Source: an optimization exercise on an open RTL-to-GDS flow (aim: small area). Production flows keep margins and buffers that such runs may drop. Only simulation tests tie the RTL to the original design; equivalence was not proved. Power figures rest on the tool's default switching activity, not on a simulated workload.

==> design/flow/design.v <==
`timescale 1ns / 1ps
module ALU(
  input [2:0] ALUOp,
  input [31:0] SrcDataA,
  input [31:0] SrcDataB,
  output reg[31:0] result
  );
  reg [31:0] A;
  reg [31:0] B;
  always@(*)
  begin
    A = SrcDataA;
    B = SrcDataB;  
    case(ALUOp)
      3'b000: result <= A + B;
      3'b001: result <= A - B;
      3'b010: result <= (A <B) ? 1:0;
      3'b011: result <= (((A < B) && (A[31] == B[31])) || ((A[31] == 1 && B[31] == 0))) ? 1 : 0;
      3'b100: result <= A<<B;
      3'b101: result <= A>>B;
      3'b110: result <= A|B;
      3'b111: result <= A&B;
    endcase
  end
endmodule
`timescale 1ns / 1ps
module Branch_Control(
  input [1:0]J,
  input ALUOut,
  output reg Flash,
  output reg [1:0] PCSrc
  );
  always@(*) begin
    case(J)
      2'b00: Flash = 1'b0;
      2'b10: Flash = 1'b1;
      2'b11: Flash = ALUOut ? 1'b1 : 1'b0;
      default: Flash = 1'b0;
    endcase
  end
  always@(*) begin
    case(J)
      2'b00: PCSrc = 2'b00;
      2'b10: PCSrc = 2'b10;
      2'b11: PCSrc = ALUOut ? 2'b01 : 2'b00;
      default: PCSrc = 2'b00;
    endcase
  end
endmodule
module BypassContral(
  input [4:0] ID_EX_Reg_RS,
  input [4:0] ID_EX_Reg_RT,
  input [4:0] EX_MEM_Reg_RD,
  input EX_MEM_RegWre,
  input [4:0] MEM_WB_Reg_RD,
  input  MEM_WB_RegWre,
  output [1:0] ForwardA,
  output [1:0] ForwardB
  );
  assign ForwardA = ((EX_MEM_Reg_RD == ID_EX_Reg_RS) && (EX_MEM_Reg_RD != 5'b0)
                      && EX_MEM_RegWre) ? 2'b01 :  
                    ((MEM_WB_Reg_RD == ID_EX_Reg_RS) && (MEM_WB_Reg_RD != 5'b0)
                      && MEM_WB_RegWre) ? 2'b10 :  
                    2'b00;  
  assign ForwardB = ((EX_MEM_Reg_RD == ID_EX_Reg_RT) && (EX_MEM_Reg_RD != 5'b0)
                      && EX_MEM_RegWre) ? 2'b01 :
                    ((MEM_WB_Reg_RD == ID_EX_Reg_RT) && (MEM_WB_Reg_RD != 5'b0)
                      && MEM_WB_RegWre) ? 2'b10 :
                    2'b00;
endmodule
`timescale 1ns / 1ps
module CU(
  input [5:0] OpCode,
  output RegWre,   
  output RegDst,   
  output [1:0] J,
  output MEM_Read,   
  output MEM_Write,   
  output MEMtoReg,   
  output ExtSign,   
  output [2:0] ALUOp
  );
  wire exception;
  assign exception = 
    (OpCode == 6'b000000 ||   
     OpCode == 6'b000001 ||   
     OpCode == 6'b000010 ||   
     OpCode == 6'b000011 ||   
     OpCode == 6'b000100 ||   
     OpCode == 6'b000101 ||   
     OpCode == 6'b000110 ||   
     OpCode == 6'b000111 ||   
     OpCode == 6'b001000 ||   
     OpCode == 6'b001001 ||   
     OpCode == 6'b010000 ||   
     OpCode == 6'b010001 ||   
     OpCode == 6'b100000 ||   
     OpCode == 6'b100001 ||   
     OpCode == 6'b100010 ||   
     OpCode == 6'b100011)     
     ? 1'b0 : 1'b1;
  assign RegWre =
         (exception ||
          OpCode == 6'b010000 ||
          OpCode == 6'b100010 ||
          OpCode == 6'b100011) ? 1'b0 : 1'b1;
  assign RegDst = 
          exception ? 1'b0 :
          (OpCode == 6'b000001 ||
           OpCode == 6'b000011 ||
           OpCode == 6'b100001 ||
           OpCode == 6'b100010 ||
           OpCode == 6'b100011) ? 1'b1 : 1'b0;
  assign J =
          exception ? 2'b00 :
          (OpCode == 6'b100010) ? 2'b10 :
          (OpCode == 6'b100011) ? 2'b11 : 2'b00;
  assign MEM_Read = 
          exception ? 1'b0 :
          (OpCode == 6'b010001) ? 1'b1 : 1'b0;
  assign MEM_Write = 
          exception ? 1'b0 :
          (OpCode == 6'b010000) ? 1'b1 : 1'b0;
  assign MEMtoReg = 
          exception ? 1'b0 :
          (OpCode == 6'b010000 ||
           OpCode == 6'b010001) ? 1'b1 : 1'b0;
  assign ExtSign = 
          exception ? 1'b0 :
          (OpCode == 6'b000001 ||
           OpCode == 6'b000011 ||
           OpCode == 6'b100001) ? 1'b1 : 1'b0;
  assign ALUOp[2:0] = 
          exception ? 3'b000 :
          (OpCode == 6'b000000 ||
           OpCode == 6'b000001 ||
           OpCode == 6'b010000 ||
           OpCode == 6'b010001 ||
           OpCode == 6'b100000 ||
           OpCode == 6'b100001 ||
           OpCode == 6'b100010) ? 3'b000 :
          (OpCode == 6'b000010 ||
           OpCode == 6'b000011) ? 3'b001 :
          (OpCode == 6'b000100 ||
           OpCode == 6'b100011) ? 3'b010 :
          (OpCode == 6'b000101) ? 3'b011 :
          (OpCode == 6'b000110) ? 3'b100 :
          (OpCode == 6'b000111) ? 3'b101 :
          (OpCode == 6'b001000) ? 3'b110 :
          (OpCode == 6'b001001) ? 3'b111 : 3'b000;
endmodule
`timescale 1ns / 1ps
module DataMem(   
  input CLK,
  input RST,
  input read,   
  input write,  
  input [4:0] addr,
  input [31:0] wData,
  output [31:0] rData
  );
  parameter RAM_SIZE = 32;
  reg [31:0] ram [RAM_SIZE-1:0];  
  assign rData = (read && (addr < RAM_SIZE))?ram[addr] : 32'b0;
  integer i;
  always@(posedge CLK or negedge RST)
  begin
    if(~RST)
      begin
        for(i = 0; i < RAM_SIZE; i = i + 1)
          ram[i] <= 32'h00000000;
      end
    else begin
      if(write && (addr < RAM_SIZE))
        begin
          ram[addr] <= wData;
        end
    end
  end
endmodule
`timescale 1ns / 1ps
module EX_MEM_Reg(
   input CLK,
   input RST,
   input [1:0] MEM_Signal,
   input [1:0] MEM_WB_Signal,
   input [31:0] ALUOut,
   input [4:0] EX_Reg_RD,
   output reg EX_MEM_Write_Con,
   output reg EX_MEM_Read_Con,
   output reg [31:0] EX_MEM_ALUOut,
   output reg EX_MEM_MEMtoReg,
   output reg EX_MEM_RegWre,
   output reg [4:0] EX_MEM_Reg_RD
   );
   always@(posedge CLK or negedge RST)
   begin
    if(~RST)
      begin
        EX_MEM_Write_Con <= 0;
        EX_MEM_Read_Con <= 0;
        EX_MEM_ALUOut <= 32'b0;
        EX_MEM_MEMtoReg <= 0;
        EX_MEM_RegWre <= 0;
        EX_MEM_Reg_RD <= 5'b0;
      end
    else
      begin
        EX_MEM_Read_Con <= MEM_Signal[1];
        EX_MEM_Write_Con <= MEM_Signal[0];
        EX_MEM_ALUOut <= ALUOut;
        EX_MEM_MEMtoReg <= MEM_WB_Signal[1];
        EX_MEM_RegWre <= MEM_WB_Signal[0];
        EX_MEM_Reg_RD <= EX_Reg_RD;
      end
   end
endmodule  
`timescale 1ns / 1ps
module Hazard_Detection(
  input [4:0] ID_Reg_RS,
  input [4:0] ID_Reg_RT,
  input [4:0] ID_EX_Addr,
  output stall);
  assign stall = (((ID_Reg_RS == ID_EX_Addr) || (ID_Reg_RT == ID_EX_Addr))
                  && (ID_EX_Addr != 5'b0)) ? 1'b1 : 1'b0;
  endmodule
`timescale 1ns / 1ps
module ID_EX_Reg(
  input CLK,
  input RST,
  input [3:0]MEM_WB_Con,   
  input [2:0] ALUOp,
  input [4:0] ID_Reg_RS,
  input [4:0] ID_Reg_RT,
  input [4:0] ID_Reg_RD,
  input [31:0] ID_immediate,
  input [31:0] DataBusA,
  input [31:0] DataBusB,
  output reg [1:0] MEM_Con,
  output reg [1:0] WB_Con,
  output reg [2:0] ALUCon,
  output reg [4:0] ID_EX_Reg_RS,    
  output reg [4:0] ID_EX_Reg_RT,    
  output reg [4:0] ID_EX_Reg_RD,
  output reg [31:0] ID_EX_Reg_immediate,
  output reg [31:0] ID_EX_DataBusA,
  output reg [31:0] ID_EX_DataBusB
  );
  always@(posedge CLK or negedge RST)
  begin
    if(~RST)
      begin
        MEM_Con <= 2'b0;
        WB_Con <= 3'b0;
        ALUCon <= 3'b0;
        ID_EX_Reg_RS <= 5'b0;
        ID_EX_Reg_RT <= 5'b0;
        ID_EX_Reg_RD <= 5'b0;
        ID_EX_Reg_immediate <= 32'b0;
        ID_EX_DataBusA <= 32'b0;
        ID_EX_DataBusB <= 32'b0;
      end
    else
      begin
        MEM_Con <= MEM_WB_Con[3:2];
        WB_Con <= MEM_WB_Con[1:0];
        ALUCon <= ALUOp;
        ID_EX_Reg_RS <= ID_Reg_RS;
        ID_EX_Reg_RT <= ID_Reg_RT;
        ID_EX_Reg_RD <= ID_Reg_RD;
        ID_EX_Reg_immediate <= ID_immediate;
        ID_EX_DataBusA <= DataBusA;
        ID_EX_DataBusB <= DataBusB;
      end
  end
endmodule   
`timescale 1ns / 1ps
module ID(
  input CLK,
  input RST,
  input Flash,
  input [31:0] InsCode,
  output reg[5:0] op,
  output reg[4:0] rs,
  output reg[4:0] rt,
  output reg[4:0] rd,
  output reg[15:0] ID_immediate
  );
  always@(posedge CLK or negedge RST)
  begin
    if(~RST)
      begin
        op <= 6'b0;
        rs <= 5'b0;
        rt <= 5'b0;
        rd <= 5'b0;
        ID_immediate <= 16'b0;
      end
    else
      begin
        if(~Flash)
          begin
            op <= InsCode[31:26];
            rs <= InsCode[25:21];
            rt <= InsCode[20:16];
            rd <= InsCode[15:11];
            ID_immediate <= InsCode[15:0];
          end
        else
          begin
            op <= 6'b0;
            rs <= 5'b0;
            rt <= 5'b0;
            rd <= 5'b0;
            ID_immediate <= 16'b0;
          end
      end
  end
endmodule
`timescale 1ns / 1ps
module IR(
  input CLK,
  input [31:0] ins,
  output reg[31:0] IRIns
  );
  always@(posedge CLK)
  begin
        IRIns <= ins;
  end
endmodule  
`timescale 1ns / 1ps
module MEM_WB_Reg(
  input CLK,
  input RST,
  input MEM_WB_RegWre,
  input [4:0] MEM_Reg_RD,
  input [31:0] MEM_ALU_DataBus,
  output reg WB_RegWre,
  output reg [31:0] WB_DataBus,
  output reg [4:0] WB_Reg_RD
  );
  always@(posedge CLK or negedge RST)
  begin
    if(~RST)
      begin
        WB_RegWre <= 0;
        WB_DataBus <= 32'b0;
        WB_Reg_RD <= 5'b0;
      end
    else
      begin
        WB_RegWre <= MEM_WB_RegWre;
        WB_Reg_RD <= MEM_Reg_RD;
        WB_DataBus <= MEM_ALU_DataBus;
      end
  end
endmodule
`timescale 1ns / 1ps
module PC(
  input CLK,
  input RST,
  input stall,   
  input [31:0] nextPC,   
  output reg[31:0] currPC
  );
  always@(posedge CLK or negedge RST)
  begin
    if(~RST) begin
      currPC <= 0;
    end
  else
    begin
      if(~stall)
        begin
          currPC <= nextPC;
        end
      else
        begin
          currPC <= currPC;
        end
    end
  end
endmodule
`timescale 1ns / 1ps
module pcAdder (
  input RST,
  input [1:0] PCSrc,   
  input [31:0] offset,  
  input [31:0] currPC,
  output reg [31:0] nextPC
  );
  always@(*)
  begin
    if(~RST)
      begin
        nextPC <= 0;
      end
    else
      begin
        case(PCSrc)
          2'b00: nextPC = currPC + 4;
          2'b01: nextPC = currPC + 4 + offset;
          2'b10: nextPC = {14'b0, offset[15:0], 2'b00};
          default: nextPC = currPC + 4;
        endcase
      end
  end
endmodule
`timescale 1ns / 1ps
module RegFile(
  input CLK,
  input RST,
  input [4:0] rs,
  input [4:0] rt,
  input [4:0] write,   
  input [31:0] writeData,   
  input RegWre,   
  input [4:0] rd,
  input RegDst,
  output [31:0] readData1, 
  output [31:0] readData2,
  output reg [4:0] addr
  );
  reg [31:0] register[31:1];   
  integer i;
  assign readData1 = (rs==5'b0)? 32'b0 : register[rs];
  assign readData2 = (rt==5'b0)? 32'b0 : register[rt];
  always@(negedge CLK or negedge RST)
  begin
    if(~RST)
      begin
        for(i = 1; i < 32; i = i + 1) register[i] <= 32'b0;
      end
    else begin
      if(RegWre && write != 5'b0)
        begin 
          register[write] = writeData;
        end
    end
  end
  always@(*)
  begin
    case(RegDst)
      1'b0: addr <= rd;
      1'b1: addr <= rt;
      default: addr <= rd;
    endcase
  end
endmodule  
`timescale 1ns / 1ps
module Extend_Unit(
  input [15:0] EU_immediate, 
  input ExtSign,   
  output reg [31:0] extended   
  );
  always@(*)
  begin
    if(ExtSign)
      begin
        extended[15:0] = EU_immediate;
        extended[31:16] = EU_immediate[15] ? 16'hffff : 16'h0000;
      end
    else
      begin
        extended = {16'h0000, EU_immediate};
      end
  end
endmodule
`timescale 1ns / 1ps
module MyCPU(
  input CLK,
  input RST,
  output [31:0] nextPC,
  output [31:0] currPC,
  input [31:0] InsData,
  output [31:0] IRIns,
  output [5:0] op,
  output [4:0] rs,
  output [4:0] rt,
  output [4:0] rd,
  output [15:0] ID_immediate,
  output RegWre,
  output RegDst,
  output [1:0] J,
  output MEM_Read,
  output MEM_Write,
  output MEMtoReg,
  output ExtSign,
  output [2:0] ALUOp,
  output [31:0] Reg_DataBusA,
  output [31:0] Reg_DataBusB,
  output [4:0] addr,
  output [31:0] extended,
  output [1:0] MEM_Con,
  output [1:0] WB_Con,
  output [2:0] ALUCon,
  output [4:0] ID_EX_Reg_RS,
  output [4:0] ID_EX_Reg_RT,
  output [4:0] ID_EX_Reg_RD,
  output [31:0] ID_EX_Reg_immediate,
  output [31:0] ID_EX_DataBusA,
  output [31:0] ID_EX_DataBusB,
  output [31:0] result,
  output EX_MEM_Write_Con,
  output EX_MEM_Read_Con,
  output [31:0] EX_MEM_ALUOut,
  output EX_MEM_MEMtoReg,
  output EX_MEM_RegWre,
  output [4:0] EX_MEM_Reg_RD,
  output [31:0] rData,
  output WB_RegWre,
  output [31:0] WB_DataBus,
  output [4:0] WB_Reg_RD,
  output stall,
  output [1:0] ForwardA,
  output [1:0] ForwardB,
  output Flash,
  output [1:0] PCSrc
  );
  pcAdder PCadder(
    .RST(RST),
    .PCSrc(PCSrc),
    .offset(ID_EX_Reg_immediate),
    .currPC(currPC),
    .nextPC(nextPC)
    );
  PC PC(
    .CLK(CLK),
    .RST(RST),
    .stall(stall),
    .nextPC(nextPC),
    .currPC(currPC)
    );
  IR InsRegister(
    .CLK(CLK),
    .ins(InsData),
    .IRIns(IRIns)
    );
  ID InsDecode(
    .CLK(CLK),
    .RST(RST),
    .Flash(Flash),
    .InsCode(IRIns),
    .op(op),
    .rs(rs),
    .rt(rt),
    .rd(rd),
    .ID_immediate(ID_immediate)
    );
  wire [31:0] ReadData2;
  wire [3:0] MEM_WB_ConSignal;
  CU Control(
    .OpCode(op),
    .RegWre(RegWre),
    .RegDst(RegDst),
    .J(J),
    .MEM_Read(MEM_Read),
    .MEM_Write(MEM_Write),
    .MEMtoReg(MEMtoReg),
    .ExtSign(ExtSign),
    .ALUOp(ALUOp)
    );
  RegFile RegFile(
    .CLK(CLK),
    .RST(RST),
    .rs(rs),
    .rt(rt),
    .write(WB_Reg_RD),
    .writeData(WB_DataBus),
    .RegWre(WB_RegWre),
    .rd(rd),
    .RegDst(RegDst),
    .readData1(Reg_DataBusA),
    .readData2(ReadData2),
    .addr(addr)
    );
  Extend_Unit EU(
    .EU_immediate(ID_immediate),
    .ExtSign(ExtSign),
    .extended(extended)
    );
  assign Reg_DataBusB = ExtSign ? extended : ReadData2;
  assign MEM_WB_ConSignal = {MEM_Read, MEM_Write, MEMtoReg, RegWre};   
  wire [4:0] ID_RT;
  assign ID_RT = RegDst ? 5'b00000 : rt;
  ID_EX_Reg ID_EX_Reg(
    .CLK(CLK),
    .RST(RST),
    .MEM_WB_Con(MEM_WB_ConSignal),
    .ALUOp(ALUOp),
    .ID_Reg_RS(rs),
    .ID_Reg_RT(ID_RT),
    .ID_Reg_RD(addr),
    .ID_immediate(extended),
    .DataBusA(Reg_DataBusA),
    .DataBusB(Reg_DataBusB),
    .MEM_Con(MEM_Con),
    .WB_Con(WB_Con),
    .ALUCon(ALUCon),
    .ID_EX_Reg_RS(ID_EX_Reg_RS),
    .ID_EX_Reg_RT(ID_EX_Reg_RT),
    .ID_EX_Reg_RD(ID_EX_Reg_RD),
    .ID_EX_Reg_immediate(ID_EX_Reg_immediate),
    .ID_EX_DataBusA(ID_EX_DataBusA),
    .ID_EX_DataBusB(ID_EX_DataBusB)
    );
  reg [31:0] ALU_SrcA;
  reg [31:0] ALU_SrcB;
  wire [31:0] MEM_ALU_DataBus;
  always@(*)
  begin
    case(ForwardA)
      2'b00: ALU_SrcA = ID_EX_DataBusA;
      2'b01: ALU_SrcA = MEM_ALU_DataBus;
      2'b10: ALU_SrcA = WB_DataBus;
      default: ALU_SrcA = ID_EX_DataBusA;
    endcase
  end
  always@(*)
  begin
    case(ForwardB)
      2'b00: ALU_SrcB = ID_EX_DataBusB;
      2'b01: ALU_SrcB = MEM_ALU_DataBus;
      2'b10: ALU_SrcB = WB_DataBus;
      default: ALU_SrcB = ID_EX_DataBusB;
    endcase
  end
  ALU ALU(
    .ALUOp(ALUCon),
    .SrcDataA(ALU_SrcA),
    .SrcDataB(ALU_SrcB),
    .result(result)
    );
  EX_MEM_Reg EX_MEM_Reg(
    .CLK(CLK),
    .RST(RST),
    .MEM_Signal(MEM_Con),
    .MEM_WB_Signal(WB_Con),
    .ALUOut(result),
    .EX_Reg_RD(ID_EX_Reg_RD),
    .EX_MEM_Write_Con(EX_MEM_Write_Con),
    .EX_MEM_Read_Con(EX_MEM_Read_Con),
    .EX_MEM_ALUOut(EX_MEM_ALUOut),
    .EX_MEM_MEMtoReg(EX_MEM_MEMtoReg),
    .EX_MEM_RegWre(EX_MEM_RegWre),
    .EX_MEM_Reg_RD(EX_MEM_Reg_RD)
    );
  wire [4:0] MEM_Addr;
  assign MEM_Addr = EX_MEM_Write_Con ? EX_MEM_Reg_RD : EX_MEM_ALUOut[4:0];
  DataMem DataMem(
    .CLK(CLK),
    .RST(RST),
    .read(EX_MEM_Read_Con),
    .write(EX_MEM_Write_Con),
    .addr(MEM_Addr),
    .wData(EX_MEM_ALUOut),
    .rData(rData)
    );
  assign MEM_ALU_DataBus = EX_MEM_MEMtoReg ? rData : EX_MEM_ALUOut;
  MEM_WB_Reg MEM_WB_Reg(
    .CLK(CLK),
    .RST(RST),
    .MEM_WB_RegWre(EX_MEM_RegWre),
    .MEM_Reg_RD(EX_MEM_Reg_RD),
    .MEM_ALU_DataBus(MEM_ALU_DataBus),
    .WB_RegWre(WB_RegWre),   
    .WB_DataBus(WB_DataBus),
    .WB_Reg_RD(WB_Reg_RD)
    );
  Hazard_Detection HD(
    .ID_Reg_RS(rs),
    .ID_Reg_RT(ID_RT),
    .ID_EX_Addr(ID_EX_Reg_RD),
    .stall(stall)  
    );
  BypassContral ByPassControl(
    .ID_EX_Reg_RS(ID_EX_Reg_RS),
    .ID_EX_Reg_RT(ID_EX_Reg_RT),
    .EX_MEM_Reg_RD(EX_MEM_Reg_RD),
    .EX_MEM_RegWre(EX_MEM_RegWre),
    .MEM_WB_Reg_RD(WB_Reg_RD),
    .MEM_WB_RegWre(WB_RegWre),
    .ForwardA(ForwardA),
    .ForwardB(ForwardB)
    );
  Branch_Control BranchControl(
    .J(J),
    .ALUOut(result[0]),
    .Flash(Flash),
    .PCSrc(PCSrc)
    );
endmodule
==> design/flow/run.sh <==
#!/bin/bash
# synth_recipe.tcl (not shown) runs the flow's synth.tcl, then flattens the netlist and writes it again
# the make line also repeats each setting of config.mk as NAME=value (left out here)
make -C /OpenROAD-flow-scripts/flow DESIGN_CONFIG=/design/flow/config.mk WORK_HOME=/design/flow/orfs CLKGATE_MAP_FILE= SYNTH_SCRIPT=/design/flow/synth_recipe.tcl finish
==> design/flow/config.mk <==
export PLATFORM = sky130hd
export DESIGN_NAME = MyCPU
export DESIGN_NICKNAME = MyCPU
export VERILOG_FILES = /design/flow/design.v
export SDC_FILE = /design/flow/constraint.sdc
export NUM_CORES = 4
export LEC_CHECK = 0
export CAP_MARGIN = 20
export CORE_MARGIN = 2
export CORE_UTILIZATION = 25
export GPL_ROUTABILITY_DRIVEN = 1
export PLACE_DENSITY = 0.35
export SLEW_MARGIN = 20
==> design/flow/constraint.sdc <==
create_clock -name core_clock -period 13.0 [get_ports {CLK}]
set_input_delay 2.6000 -clock core_clock [delete_from_list [all_inputs] [get_ports {CLK}]]
set_output_delay 2.6000 -clock core_clock [all_outputs]
set_load 0.01 [all_outputs]
==> summary.txt <==
Layout
  – Number of nets at the end of the flow: 11.0k
  – Layout fillers: 47.3k
  – Area delta synth->final: 22.2%
  – Share of cells above drive strength 1: 30.3%

Routing
  – 1st-iter DRT viols: 14.7k
  – Total DRC errors in the routed layout: 0
  – Vias: 104k
  – Vias per inst: 5.99
  – Wire length reported by the detailed router: 757 mm
  – First-pass detailed-route iteration total: 7
  – ANT nets after route: 0
  – Routed length per placed instance: 43.8 µm

Critical path
  – Arrival time at the worst endpoint: 10.28 ns
  – Depth of the most critical reg-to-reg path: 4
  – Type of the worst setup path: reg2out
  – Bufs and invs on worst path: 2
  – Crit-path max FO: 3
  – CP delay by family, top: buffers and inverters
  – Critical Path Slowest Stage Cell: sky130_fd_sc_hd__nor4_1
  – Setup crit start kind: flip-flop
  – Critical Path Max Stage Delay: 0.70 ns
  – Origin of the critical flop-to-flop path: MEM_WB_Reg.WB_Reg_RD[2]
  – Endpoint of the most critical register-to-register path: RegFile.register[22][18]
  – Endpoint kind of the worst setup timing path: output port
  – CP Data Required Time: 10.40 ns
  – Crit path cell chain: a22o_1, a221oi_1, nand3_1, nor4_1, buf_4, o21ai_0, clkdlybuf4s50_1
  – R2R Setup Slk: 2.83 ns

Placement
  – Post-detail-place hpwl: 495 mm
  – Number of buffers inserted by port buffering: 547
  – Final weighted congestion in routability-driven placement: 0.976

GRT
  – Maximum number of pins on one net before global-route repair: 143
  – Wire length of the first global-routing pass: 994 mm
  – Vias in the first global route: 100k
  – All-layer global routing usage: 31.1%
  – Residual overflow from global routing: 0
  – Number of antenna violations at the first check in global routing: 103

CTS
  – Cts-stage hold buffer count: 0
  – Source-to-sink clock delay at the later pin of the worst-skew pair: 0.96 ns
  – Htree depth: 5
  – CTS tree: yes
  – Root Driver: sky130_fd_sc_hd__clkbuf_16
  – Clock Sinks: 2,294
  – Clock tree buffer depth: 4
  – Clock-pin slew on the worst setup and hold paths: 0.06 ns
  – Number of clock buffers inserted by TritonCTS: 295

Synthesis
  – Register area share after synthesis: 49.3%
  – Top-count cell post-synth: sky130_fd_sc_hd__mux2_2
  – Syn_nets: 10.5k
  – Average footprint of a synthesized cell: 11.3 µm²
  – Netlist cell types: 109
  – Share of synthesized flip-flops with an asynchronous set or reset: 98.6%
  – Top post-synthesis cells by count: sky130_fd_sc_hd__mux2_2 (1,900), sky130_fd_sc_hd__dfrtp_1 (1,270), sky130_fd_sc_hd__dfrtn_1 (992), sky130_fd_sc_hd__clkbuf_1 (723), sky130_fd_sc_hd__nand2_1 (617)
  – Synth warnings: 15
  – Synth Flop Type: sky130_fd_sc_hd__dfrtp_1
  – Flip-flop and latch count after synthesis: 2,294
  – Leading cell types by total area after synthesis: sky130_fd_sc_hd__dfrtp_1 (27%), sky130_fd_sc_hd__dfrtn_1 (21%), sky130_fd_sc_hd__mux2_2 (18%), sky130_fd_sc_hd__a22oi_1 (3.9%), sky130_fd_sc_hd__o21ai_0 (2.4%)
  – Synth area leader: sky130_fd_sc_hd__dfrtp_1
  – Mapped Area: 0.116 mm²
  – Top cell type's share of synthesized area: 27.4%
  – Post-synth EDFFs: 0
  – Cell count after synthesis: 10.3k

STA
  – Number of slew-limit violations in the final report: 0
  – Endpoints failing setup: 0
  – RSZ-0062 raised after global routing: no
  – Worst slew pin tran: 1.27 ns
  – Setup clock skew after layout: 0.104 ns
  – Final hold violation count: 0
  – Slew margin rel.: 15.2%
  – Setup TNS Final: 0 ns

Power and ir drop
  – Worst VDD drop: 0.000102 V
  – Static leakage power: 63.2 nW
  – Power density over cell area: 176 mW/mm²
  – Total Power: 0.0250 W

Min path
  – Hold-critical path endpoint: InsDecode.ID_immediate[4]
  – Hold Crit Start: InsRegister.IRIns[4]
  – Type of the most critical hold path: reg2reg
  – Hold path depth: 1

Floorplanning
  – # IOs: 548
  – Die width: 685 µm
  – Chip Height: 685 µm
  – Initial Util: 25.1%
  – CORE AREA: 0.463 mm²
  – Full die area: 0.470 mm²
  – Num rows: 250

Status
  – Outcome: finished clean

Job
  – Maximum capacitance violations: 0
==> power by group <==
| group | switching (W) | internal [W] |
|---|---|---|
| clock | 0.00357 | 0.00510 |
| sequential | 0.000996 | 0.00795 |
| combinational | 0.00529 | 0.00210 |
| total | 0.00986 | 0.0151 |
==> worst max-delay path by stage <==
stage,start,end,slack (ns),cells past startpoint
4_1_cts,EX_MEM_Reg.EX_MEM_Write_Con,nextPC[9],0.05,37
5_1_grt,RegFile.register[10][18],Reg_DataBusB[18],0.03,6
2_1_floorplan,MEM_WB_Reg.WB_Reg_RD[2],nextPC[10],1.99,31
3_3_place_gp,RegFile.register[17][2],Reg_DataBusB[2],0.79,7
3_5_place_dp,EX_MEM_Reg.EX_MEM_ALUOut[0],nextPC[9],0.83,34
6_report,RegFile.register[31][14],Reg_DataBusB[14],0.12,7
==> state kept, by name, summed over array words and instances, names as in the netlist, 2 cells and up <==
signal	cells
DataMem.ram	1024
RegFile.register	992
EX_MEM_Reg.EX_MEM_ALUOut	32
ID_EX_Reg.ID_EX_DataBusA	32
ID_EX_Reg.ID_EX_DataBusB	32
InsRegister.IRIns	32
MEM_WB_Reg.WB_DataBus	32
PC.currPC	32
ID_EX_Reg.ID_EX_Reg_immediate	17
InsDecode.ID_immediate	15
InsDecode.op	6
EX_MEM_Reg.EX_MEM_Reg_RD	5
ID_EX_Reg.ID_EX_Reg_RD	5
ID_EX_Reg.ID_EX_Reg_RS	5
ID_EX_Reg.ID_EX_Reg_RT	5
InsDecode.rs	5
InsDecode.rt	5
MEM_WB_Reg.WB_Reg_RD	5
ID_EX_Reg.ALUCon	3
ID_EX_Reg.MEM_Con	2
ID_EX_Reg.WB_Con	2
==> cells by family (layout without fill, tap and decap cells) <==
family / after synthesis / after routing / synth area share, %
AO/OA/AOI/OAI: 2764 / 2764 / 16.9
multiplexers: 2065 / 2065 / 19.9
buffers and inverters: 1145 / 1899 / 4.07
AND/OR/NAND/NOR: 1811 / 1811 / 7.66
adder cells (fa/ha/maj): 127 / 127 / 1.39
XOR/XNOR: 114 / 114 / 0.860
flip-flops: 2294 / 2294 / 49.3
other: 0 / 41 / 0
==> metal layers <==
layer | vias to the layer above | global-route usage (%) | share of wire (%)
met5 | - | 0 | 0.020
met1 | 55500 | 41.8 | 42
li1 | 39900 | - | -
met4 | 22 | 15.8 | 6.1
met3 | 1609 | 6.98 | 8.8
met2 | 6408 | 46.7 | 43
==> cell usage in the layout, fill, tap and decap left out, drive strengths merged, types with 79 or more instances in the layout <==
| master | instances |
|---|---|
| mux2 | 1900 |
| dfrtp | 1270 |
| dfrtn | 992 |
| buf | 674 |
| nand2 | 623 |
| a22oi | 613 |
| o21ai | 581 |
| clkdlybuf4s50 | 546 |
| clkbuf | 433 |
| a21oi | 387 |
| nor2 | 373 |
| a22o | 268 |
| a221oi | 245 |
| nand3 | 190 |
| nand4 | 173 |
| mux2i | 165 |
| inv | 160 |
| ha | 124 |
| a222oi | 115 |
| nor3 | 107 |
| xnor2 | 79 |
==> worst reg2reg max path: stages, from the launching register on <==
cell                       delay (ns)
sky130_fd_sc_hd__dfrtp_1         0.81
sky130_fd_sc_hd__nand4b_1        0.55
sky130_fd_sc_hd__nor2_4          0.92
sky130_fd_sc_hd__buf_4           0.75
sky130_fd_sc_hd__mux2_2          0.43
==> area by class of cell <==
class / count / area, µm² / share of cell area, %
flip-flops and latches: 2294 / 57300 / 40.4
repair buffers: 1220 / 10800 / 7.62
diodes: 41 / 103 / 0.0723
well taps: 6174 / 7720 / 5.44
inverters: 151 / 567 / 0.399
clock buffers: 433 / 8760 / 6.18
clock inverters: 95 / 1180 / 0.835
multi-input cells: 6881 / 55500 / 39.1
==> through the flow <==
step                setup WS (ns)  instances  cell area, µm²  util, %  hold WS (ns)
floorplan                    1.99      10300          116000        -         0.416
global placement            0.789      16700          132000     28.4         0.447
detailed placement          0.830      16700          132000     28.5         0.436
CTS                        0.0474      17200          142000     30.6         0.442
global route               0.0274      17300          142000     30.6         0.462
finish                      0.116      17300          142000     30.7         0.443
==> timing repair <==
item | 4_1_cts | 5_1_grt
buffers inserted | 0 | 2
resized for setup | 1 | 12
setup endpoints to repair | 32 | 36
